What follows belongs to an exercise in optimizing a design on an open flow for small area and a short achievable clock period; a production flow would make more cautious choices. At most, simulation tests tie the RTL to the original design; equivalence was not proved. The clock input has no modelled driver; a real chip could not lean on it and would need a root buffer or a full tree. Power and IR drop assume default switching activity.

==> flow/design.v <==
module PacketArbiter #
 ( parameter WIDTH = 8,
   parameter DEPTH = 8,
   parameter DLOG2 = 3,
   parameter KLOG2 = 3)
 ( input   clk,
   input   reset,
   input  [WIDTH-1:0]  A_tdata,
   input   A_tvalid,
   input   A_tlast,
   output reg A_tready,
   input  [WIDTH-1:0]  B_tdata,
   input   B_tvalid,
   input   B_tlast,
   output reg B_tready,
   output reg [WIDTH-1:0]  K_tdata,
   output reg K_tvalid,
   output reg K_tlast,
   input   K_tready);
  function [2:0] inc3(input [2:0] v);
    inc3 = {v[2] ^ (v[1] & v[0]), v[1] ^ v[0], ~v[0]};
  endfunction
  reg [WIDTH-1:0] A_mem [0:DEPTH-1];
  reg [WIDTH-1:0] B_mem [0:DEPTH-1];
  reg [WIDTH-1:0] K_mem [0:DEPTH-1];
  reg [2:0] wa, wb, kw;
  reg [2:0] lsel;                
  reg [2:0] csel;                
  reg [DEPTH-1:0] ra, rb, kr;    
  reg grant;
  reg [WIDTH-1:0] cdata;
  reg [DEPTH-1:0] kwe;
  wire endc = (csel != 0) && (csel == kw);
  wire [DEPTH-1:0] krn = {kr[DEPTH-1:1], 1'b0};
  wire klast = krn[lsel];
  wire alast = A_tvalid && A_tlast;
  wire blast = B_tvalid && B_tlast;
  wire [2:0] lsel_n = (grant ? alast : blast) ? (grant ? wa : wb) : lsel;
  wire [2:0] csel_n = (grant ? blast : alast) ? (grant ? wb : wa) : csel;
  always @(posedge clk, posedge reset) begin
    if (reset) begin
      wa <= 0; wb <= 0;
      A_tready <= 1'b0; B_tready <= 1'b0;
    end else begin
      if (A_tvalid) begin
        A_tready <= ~A_tlast;
        wa <= A_tlast ? 3'd0 : inc3(wa);
      end
      if (B_tvalid) begin
        B_tready <= ~B_tlast;
        wb <= B_tlast ? 3'd0 : inc3(wb);
      end
    end
  end
  always @(posedge clk, posedge reset) begin
    if (reset) begin
      ra <= 1; rb <= 1; kw <= 0; grant <= 1'b0; lsel <= 0; csel <= 0;
    end else begin
      lsel <= endc ? csel_n : lsel_n;
      csel <= endc ? lsel_n : csel_n;
      if (grant) rb <= {rb[DEPTH-2:0], rb[DEPTH-1]};
      else       ra <= {ra[DEPTH-2:0], ra[DEPTH-1]};
      kw <= endc ? 3'd0 : inc3(kw);
      grant <= grant ^ endc;
    end
  end
  always @(posedge clk, posedge reset) begin
    if (reset) begin
      kr <= 1; K_tvalid <= 1'b0; K_tlast <= 1'b0;
    end else if (K_tready) begin
      K_tvalid <= 1'b1;
      K_tlast <= klast;
      kr <= klast ? {{(DEPTH-1){1'b0}}, 1'b1} : {kr[DEPTH-2:0], kr[DEPTH-1]};
    end
  end
  reg [WIDTH-1:0] crd, krd;
  integer i;
  always @* begin
    crd = {WIDTH{1'b0}};
    krd = {WIDTH{1'b0}};
    for (i = 0; i < DEPTH; i = i + 1) begin
      crd = crd | ({WIDTH{~grant & ra[i]}} & A_mem[i])
                | ({WIDTH{ grant & rb[i]}} & B_mem[i]);
      krd = krd | ({WIDTH{kr[i]}} & K_mem[i]);
    end
  end
  wire kbyp = |(kwe & kr);
  always @(posedge clk) begin
    if (A_tvalid && (wa != 0 || !reset)) A_mem[wa] <= A_tdata;
    if (B_tvalid && (wb != 0 || !reset)) B_mem[wb] <= B_tdata;
    cdata <= crd;
    for (i = 0; i < DEPTH; i = i + 1) begin
      kwe[i] <= kw == i && (i != 0 || !reset);
      if (kwe[i]) K_mem[i] <= cdata;
    end
    if (K_tready) K_tdata <= kbyp ? cdata : krd;
  end
endmodule
export LEC_CHECK = 0
export CAP_MARGIN = 20
export CORE_MARGIN = 2
export CORE_UTILIZATION = 60
export SETUP_SLACK_MARGIN = 2.4
export SLEW_MARGIN = 20
create_clock -name core_clock -period 4.0 [get_ports {clk}]
standard.sh (not shown) runs the stock make flow with config.mk's settings and CLKGATE_MAP_FILE= SYNTH_SCRIPT=/design/flow/synth_recipe.tcl, a recipe that flattens the netlist after the stock synthesis.
==> flow/flow/run.sh <==
#!/bin/bash
# Standard ORFS layout, except that:
# - the clock tree is built by flow/cts_pre.tcl (hooked in through PRE_CTS_TCL)
#   instead of TritonCTS;
# - the port buffers are buf_2 cells (BUFFER_PORTS_ARGS).
# make's output goes to make.log here; ORFS's per-step logs stay under orfs/logs.
set -euo pipefail
here=$(pwd)
bash standard.sh "PRE_CTS_TCL=$here/flow/cts_pre.tcl" \
  "BUFFER_PORTS_ARGS=-buffer_cell sky130_fd_sc_hd__buf_2" \
  finish > make.log 2>&1
Other scripts of this flow, unchanged in this note and not shown: flow/flow/cts_pre.tcl, flow/flow/mycts.tcl
The baseline ran to the end with no violations.
Then changed:
--- a/flow/design.v
+++ b/flow/design.v
@@ -21,49 +21,50 @@
     inc3 = {v[2] ^ (v[1] & v[0]), v[1] ^ v[0], ~v[0]};
   endfunction
   reg [WIDTH-1:0] A_mem [0:DEPTH-1];
   reg [WIDTH-1:0] B_mem [0:DEPTH-1];
   reg [WIDTH-1:0] K_mem [0:DEPTH-1];
-  reg [2:0] wa, wb, kw;
-  reg [2:0] lsel;                
-  reg [2:0] csel;                
+  reg [2:0] wa, wb, lenA, lenB, kw;
   reg [DEPTH-1:0] ra, rb, kr;    
   reg grant;
+  reg [2:0] lsel;    
   reg [WIDTH-1:0] cdata;
   reg [DEPTH-1:0] kwe;
-  wire endc = (csel != 0) && (csel == kw);
+  wire endA = (lenA != 0) && (lenA == kw);
+  wire endB = (lenB != 0) && (lenB == kw);
+  wire endc = grant ? endB : endA;
   wire [DEPTH-1:0] krn = {kr[DEPTH-1:1], 1'b0};
   wire klast = krn[lsel];
-  wire alast = A_tvalid && A_tlast;
-  wire blast = B_tvalid && B_tlast;
-  wire [2:0] lsel_n = (grant ? alast : blast) ? (grant ? wa : wb) : lsel;
-  wire [2:0] csel_n = (grant ? blast : alast) ? (grant ? wb : wa) : csel;
+  wire [2:0] lenA_n = (A_tvalid && A_tlast) ? wa : lenA;
+  wire [2:0] lenB_n = (B_tvalid && B_tlast) ? wb : lenB;
+  wire grant_n = grant ^ endc;
   always @(posedge clk, posedge reset) begin
     if (reset) begin
-      wa <= 0; wb <= 0;
+      wa <= 0; wb <= 0; lenA <= 0; lenB <= 0;
       A_tready <= 1'b0; B_tready <= 1'b0;
     end else begin
       if (A_tvalid) begin
         A_tready <= ~A_tlast;
         wa <= A_tlast ? 3'd0 : inc3(wa);
+        if (A_tlast) lenA <= wa;
       end
       if (B_tvalid) begin
         B_tready <= ~B_tlast;
         wb <= B_tlast ? 3'd0 : inc3(wb);
+        if (B_tlast) lenB <= wb;
       end
     end
   end
   always @(posedge clk, posedge reset) begin
     if (reset) begin
-      ra <= 1; rb <= 1; kw <= 0; grant <= 1'b0; lsel <= 0; csel <= 0;
+      ra <= 1; rb <= 1; kw <= 0; grant <= 1'b0; lsel <= 0;
     end else begin
-      lsel <= endc ? csel_n : lsel_n;
-      csel <= endc ? lsel_n : csel_n;
+      lsel <= grant_n ? lenA_n : lenB_n;
       if (grant) rb <= {rb[DEPTH-2:0], rb[DEPTH-1]};
       else       ra <= {ra[DEPTH-2:0], ra[DEPTH-1]};
       kw <= endc ? 3'd0 : inc3(kw);
-      grant <= grant ^ endc;
+      grant <= grant_n;
     end
   end
   always @(posedge clk, posedge reset) begin
     if (reset) begin
       kr <= 1; K_tvalid <= 1'b0; K_tlast <= 1'b0;
@@ -84,15 +85,15 @@
       krd = krd | ({WIDTH{kr[i]}} & K_mem[i]);
     end
   end
   wire kbyp = |(kwe & kr);
   always @(posedge clk) begin
-    if (A_tvalid && (wa != 0 || !reset)) A_mem[wa] <= A_tdata;
-    if (B_tvalid && (wb != 0 || !reset)) B_mem[wb] <= B_tdata;
+    if (A_tvalid && !reset) A_mem[wa] <= A_tdata;
+    if (B_tvalid && !reset) B_mem[wb] <= B_tdata;
     cdata <= crd;
     for (i = 0; i < DEPTH; i = i + 1) begin
-      kwe[i] <= kw == i && (i != 0 || !reset);
+      kwe[i] <= !reset && kw == i;
       if (kwe[i]) K_mem[i] <= cdata;
     end
     if (K_tready) K_tdata <= kbyp ? cdata : krd;
   end
 endmodule
Outcome:
- worst setup slack loses 0.080 ns
- global-route usage rises by 1.6 points
- clock power hardly moves
- area after synthesis goes down by about 0.64%
- cell area rose by 2.2%
- combinational power is about the same
- wire length grows by about 4.3%
For the second run of this note, only the layout was checked, not whether the RTL still works. No run of this note takes its clock network from TritonCTS; it comes from the design's own scripts or RTL.

---

RTL: the design.v shown in full above, as it stands there.
Settings: LEC_CHECK=0, CAP_MARGIN=20, CORE_MARGIN=2, CORE_UTILIZATION=60, SETUP_SLACK_MARGIN=2.3, SLEW_MARGIN=20; clock period 4.0 ns.
Scripts as last shown in full above: flow/flow/run.sh
Other scripts of this flow, unchanged in this note and not shown: flow/flow/cts_pre.tcl, flow/flow/mycts.tcl
==> next run, changes <==
--- a/flow/design.v
+++ b/flow/design.v
@@ -17,24 +17,28 @@
    output reg K_tvalid,
    output reg K_tlast,
    input   K_tready);
   function [2:0] inc3(input [2:0] v);
     inc3 = {v[2] ^ (v[1] & v[0]), v[1] ^ v[0], ~v[0]};
   endfunction
+  function [7:0] jdec(input [3:0] j);
+    jdec = { j[3] & ~j[2], j[2] & ~j[1], j[1] & ~j[0], j[3] &  j[0],
+             j[2] & ~j[3], j[1] & ~j[2], j[0] & ~j[1], ~j[3] & ~j[0]};
+  endfunction
   reg [WIDTH-1:0] A_mem [0:DEPTH-1];
   reg [WIDTH-1:0] B_mem [0:DEPTH-1];
   reg [WIDTH-1:0] K_mem [0:DEPTH-1];
   reg [2:0] wa, wb, kw;
   reg [2:0] lsel;                
   reg [2:0] csel;                
-  reg [DEPTH-1:0] ra, rb, kr;    
+  reg [DEPTH-1:0] ra, rb;        
+  reg [3:0] kr;                  
   reg grant;
-  reg [WIDTH-1:0] cdata;
-  reg [DEPTH-1:0] kwe;
   wire endc = (csel != 0) && (csel == kw);
-  wire [DEPTH-1:0] krn = {kr[DEPTH-1:1], 1'b0};
+  wire [DEPTH-1:0] kd = jdec(kr);
+  wire [DEPTH-1:0] krn = {kd[DEPTH-1:1], 1'b0};
   wire klast = krn[lsel];
   wire alast = A_tvalid && A_tlast;
   wire blast = B_tvalid && B_tlast;
   wire [2:0] lsel_n = (grant ? alast : blast) ? (grant ? wa : wb) : lsel;
   wire [2:0] csel_n = (grant ? blast : alast) ? (grant ? wb : wa) : csel;
   always @(posedge clk, posedge reset) begin
@@ -63,36 +67,31 @@
       kw <= endc ? 3'd0 : inc3(kw);
       grant <= grant ^ endc;
     end
   end
   always @(posedge clk, posedge reset) begin
     if (reset) begin
-      kr <= 1; K_tvalid <= 1'b0; K_tlast <= 1'b0;
+      kr <= 0; K_tvalid <= 1'b0; K_tlast <= 1'b0;
     end else if (K_tready) begin
       K_tvalid <= 1'b1;
       K_tlast <= klast;
-      kr <= klast ? {{(DEPTH-1){1'b0}}, 1'b1} : {kr[DEPTH-2:0], kr[DEPTH-1]};
+      kr <= klast ? 4'd0 : {kr[2:0], ~kr[3]};
     end
   end
   reg [WIDTH-1:0] crd, krd;
   integer i;
   always @* begin
     crd = {WIDTH{1'b0}};
     krd = {WIDTH{1'b0}};
     for (i = 0; i < DEPTH; i = i + 1) begin
       crd = crd | ({WIDTH{~grant & ra[i]}} & A_mem[i])
                 | ({WIDTH{ grant & rb[i]}} & B_mem[i]);
-      krd = krd | ({WIDTH{kr[i]}} & K_mem[i]);
+      krd = krd | ({WIDTH{kd[i]}} & K_mem[i]);
     end
   end
-  wire kbyp = |(kwe & kr);
   always @(posedge clk) begin
-    if (A_tvalid && (wa != 0 || !reset)) A_mem[wa] <= A_tdata;
-    if (B_tvalid && (wb != 0 || !reset)) B_mem[wb] <= B_tdata;
-    cdata <= crd;
-    for (i = 0; i < DEPTH; i = i + 1) begin
-      kwe[i] <= kw == i && (i != 0 || !reset);
-      if (kwe[i]) K_mem[i] <= cdata;
-    end
-    if (K_tready) K_tdata <= kbyp ? cdata : krd;
+    if (A_tvalid && !reset) A_mem[wa] <= A_tdata;
+    if (B_tvalid && !reset) B_mem[wb] <= B_tdata;
+    if (!reset) K_mem[kw] <= crd;
+    if (K_tready) K_tdata <= krd;
   end
 endmodule
After rerunning: The new run completed without violations; setup slack loses 0.065 ns; fmax goes down by 3.6%; critical path depth is unchanged; power fell by 9.8%; wire length came out lower by 1.9%; area after synthesis decreases by 5.7%; die area is lower by about 5.5%; utilization increases by 4.1 points; clock power hardly moves; global-route usage increases by 1.2 points.
Only the layout flow was run in the second run of this note; the RTL was not checked for function there. In every run of this note, the design's own scripts or RTL, not TritonCTS, make the clock network.

==> separate check: timing with driven ports <==
The results above use ideal ports. As a check the final layouts listed here were re-extracted and re-timed, cells and wires unchanged.
Step 1: set_driving_cell puts a clkbuf_16 on clk and a buf_2 on each other input, an assumption about the parent block.
Step 2 also shifts input and output timing later by t, the mid clock arrival at the registers, as if the neighbouring blocks saw the same clock.
Slacks: ideal / step 1 / step 2; pairs: ideal / step 1.
| run | t (ns) | setup WS [ns] | worst hold slack (ns) | worst slew at a driven data input, ns | pins driven straight from the clock port |
|---|---|---|---|---|---|
| the first run of note 1 | 0.345 | 2.346 / 2.271 / 2.148 | 0.469 / 0.469 / 0.469 | 0.06 | 4 |
| the second run of note 1 | 0.343 | 2.266 / 2.266 / 2.037 | 0.486 / 0.486 / 0.486 | 0.09 | 4 |
| the first run of note 2 | 0.381 | 2.286 / 2.251 / 1.969 | 0.484 / 0.475 / 0.484 | 0.04 | 4 |
| the second run of note 2 | 0.381 | 2.221 / 2.221 / 1.965 | 0.469 / 0.469 / 0.469 | 0.05 | 4 |
After both steps setup and hold are still met in every run listed. The setup slack of the first run of note 2, which loses most, moves by -0.035 ns with the drivers and by -0.317 ns with both steps.
